This design comes from an exercise in tuning for small area and a short achievable clock period on the open sky130 flow, not from production work. RTL that was checked went through simulation tests only; none was proved equivalent to the original.

Setup of v34:
## Cordic_Machine
module Cordic_Machine(clock_pulse, reset, x_input, y_input, z_input, x_output, y_output, z_output, flag);
For scale: about 1100 cells after synthesis, ~87 flip-flops, roughly 150 I/O pins.
export LEC_CHECK = 0
export CAP_MARGIN = 20
export CORE_MARGIN = 2
export CORE_UTILIZATION = 60
export SETUP_SLACK_MARGIN = 1.9
export SLEW_MARGIN = 20
create_clock -name core_clock -period 6.0 [get_ports {clock_pulse}]
standard.sh (not shown) runs the stock make flow with config.mk's settings and CLKGATE_MAP_FILE= SYNTH_SCRIPT=/design/flow/synth_recipe.tcl, a recipe that flattens the netlist after the stock synthesis.
==> flow/flow/run.sh <==
#!/bin/bash
# Standard layout, with the port buffers made of the smallest buffer cell.
export BUFFER_PORTS_ARGS="-buffer_cell sky130_fd_sc_hd__buf_1"
export CTS_ARGS="-sink_clustering_enable -repair_clock_nets -buf_list {sky130_fd_sc_hd__clkbuf_4 sky130_fd_sc_hd__clkbuf_8} -dont_use_dummy_load"
bash standard.sh > standard.log 2>&1
v34: complete, dirty (antenna rules)
Inputs modified between v34 and v10:
--- a/flow/config.mk
+++ b/flow/config.mk
@@ -11 +11 @@
-export SETUP_SLACK_MARGIN = 1.9
+export SETUP_SLACK_MARGIN = 1.6
==> summary.txt <==
v10 ended with every stage complete and zero timing, DRC or antenna violations.
Any difference in sequential cell area between v10 and v34 is small enough to ignore.
On final area, the higher figure sits with v34, not v10.
Relative to v10, the following input files were edited for v46:
--- a/flow/config.mk
+++ b/flow/config.mk
@@ -11 +11 @@
-export SETUP_SLACK_MARGIN = 1.6
+export SETUP_SLACK_MARGIN = 1.75
==> comparison <==
v46 against v10: via count went up 168; cell depth of the worst setup path picked up an extra 1; logic depth of the worst register-to-register path grew by 1. v46 ends up with a share of the clock period used by the worst path after layout that is 2.6 points lower than in v10. The setup slack of v46 is larger than that of v10.
No functional check of the RTL was part of any run of this note.


## job 1435
Cordic_Machine, a different RTL version from the one above (not shown whole).
For scale: ~1100 cells after synthesis, about 89 flip-flops, about 150 I/O pins.
## Cordic_Machine
module Cordic_Machine(clock_pulse, reset, x_input, y_input, z_input, x_output, y_output, z_output, flag);
	input clock_pulse;
	input reset;  
	input signed [24:0] x_input;
	input signed [24:0] y_input;
	input signed [24:0] z_input;
	output signed [24:0] x_output;
	output signed [24:0] y_output;
	output signed [24:0] z_output;
	output flag;
	reg signed [24:0] x, y, z;
	reg [4:0] k, kyn;
	wire [4:0] kx = k;
	wire [4:0] ky = ~kyn;
	reg load;  
	wire [31:0] kdec = 32'd1 << k;
	wire [24:0] atan;
	assign atan[0] = |(kdec & 32'h000a2ff0);
	assign atan[1] = |(kdec & 32'h00051794);
	assign atan[2] = |(kdec & 32'h00028bec);
	assign atan[3] = |(kdec & 32'h000145c4);
	assign atan[4] = |(kdec & 32'h0000a2e0);
	assign atan[5] = |(kdec & 32'h00005160);
	assign atan[6] = |(kdec & 32'h000028bc);
	assign atan[7] = |(kdec & 32'h00001454);
	assign atan[8] = |(kdec & 32'h00000a22);
	assign atan[9] = |(kdec & 32'h00000514);
	assign atan[10] = |(kdec & 32'h0000028c);
	assign atan[11] = |(kdec & 32'h00000146);
	assign atan[12] = |(kdec & 32'h000000a6);
	assign atan[13] = |(kdec & 32'h00000056);
	assign atan[14] = |(kdec & 32'h0000002c);
	assign atan[15] = |(kdec & 32'h00000012);
	assign atan[16] = |(kdec & 32'h00000008);
	assign atan[17] = |(kdec & 32'h00000004);
	assign atan[18] = |(kdec & 32'h00000002);
	assign atan[19] = |(kdec & 32'h00000001);
	assign atan[20] = 1'b0;
	assign atan[21] = 1'b0;
  ...
==> flow/config.mk <==
export PLATFORM = sky130hd
export DESIGN_NAME = Cordic_Machine
export DESIGN_NICKNAME = Cordic_Machine
export VERILOG_FILES = /design/flow/design.v
export SDC_FILE = /design/flow/constraint.sdc
export NUM_CORES = 4
export LEC_CHECK = 0
export CAP_MARGIN = 20
export CORE_MARGIN = 2
export CORE_UTILIZATION = 60
export GPL_ROUTABILITY_DRIVEN = 0
export SETUP_SLACK_MARGIN = 1.8
export SLEW_MARGIN = 20
==> flow/constraint.sdc <==
create_clock -name core_clock -period 6.0 [get_ports {clock_pulse}]
set_input_delay 1.2000 -clock core_clock [delete_from_list [all_inputs] [get_ports {clock_pulse}]]
set_output_delay 1.2000 -clock core_clock [all_outputs]
set_load 0.01 [all_outputs]
Scripts as last shown in full above: flow/flow/run.sh
Relative to job 1435, the following input files were edited for job 7563:
--- a/flow/config.mk
+++ b/flow/config.mk
@@ -10,4 +10,3 @@
 export CORE_UTILIZATION = 60
-export GPL_ROUTABILITY_DRIVEN = 0
-export SETUP_SLACK_MARGIN = 1.8
+export SETUP_SLACK_MARGIN = 1.9
 export SLEW_MARGIN = 20
Notes after the runs:
Overflow left after global routing: job 7563 vs job 1435 identical. From job 1435 to job 7563 the numbers moved as follows: first-pass iteration count of the detailed router decreased 2; fraction of final layout cells sized beyond drive strength 1 increased 3.7 points; count of flip-flops with a built-in enable after synthesis essentially unchanged; pin count of the biggest net entering global routing essentially unchanged. Comparing job 1435 and job 7563, the lower pin slew with the least headroom to its limit is on job 7563. Re tapcell count: no difference whatsoever between job 1435 and job 7563. In the flow results for job 1435 and job 7563, the worst endpoint required time is larger on job 7563. Compared with job 1435, job 7563 has extra setup slack.
Relative to job 7563, the following input files were edited for job 8356:
==> flow/flow/run.sh <==
#!/bin/bash
# Standard layout, with the port buffers made of the smallest buffer cell.
export BUFFER_PORTS_ARGS="-buffer_cell sky130_fd_sc_hd__buf_1"
export CTS_ARGS="-sink_clustering_enable -sink_clustering_size 30 -sink_clustering_max_diameter 150 -repair_clock_nets -buf_list {sky130_fd_sc_hd__clkbuf_8 sky130_fd_sc_hd__clkbuf_16} -dont_use_dummy_load"
bash standard.sh > standard.log 2>&1
--- a/flow/config.mk
+++ b/flow/config.mk
@@ -10,3 +10,3 @@
 export CORE_UTILIZATION = 60
-export SETUP_SLACK_MARGIN = 1.9
+export SETUP_SLACK_MARGIN = 1.8
 export SLEW_MARGIN = 20
[summary]
Job 8356 against job 7563: register-to-register slack saw a decrease, overall global routing resource usage ~0 delta.
When job 8356 is measured against job 7563, its final worst-path cycle share turns out 1.5 points higher.
In job 8356 relative to job 7563, number of DRC violations after detailed-routing iteration 0 had gone up by a little under 10%.
Comparing job 7563 with job 8356, the global-route met1 utilization came out essentially unchanged.

-- port drivers added, routing unchanged --
In the flow no input, the clock included, has a driving cell. The finished layouts below were timed again as built, in two steps.
Step 1 (the two cells are an assumption about what drives the block):
set clk [get_ports {clock_pulse}]
set_driving_cell -lib_cell sky130_fd_sc_hd__clkbuf_16 $clk
set_driving_cell -lib_cell sky130_fd_sc_hd__buf_2 [delete_from_list [all_inputs] $clk]
Step 2 also shifts input and output timing later by t, the mid clock arrival at the registers, as if the neighbouring blocks saw the same clock.
Three values: no drivers, after step 1, after step 2; two values: the first two.
run | shift t [ns] | setup WS [ns] | worst slew at a driven data input, ns | pins driven straight from the clock port
v34 | 0.416 | 1.939 / 1.939 / 1.939 | 0.03 | 1
v10 | 0.415 | 1.742 / 1.742 / 1.742 | 0.03 | 1
v46 | 0.410 | 1.900 / 1.900 / 1.900 | 0.04 | 1
job 1435 | 0.426 | 1.954 / 1.954 / 1.954 | 0.03 | 1
job 7563 | 0.426 | 2.036 / 2.036 / 2.036 | 0.04 | 1
job 8356 | 0.394 | 1.945 / 1.945 / 1.945 | 0.03 | 1
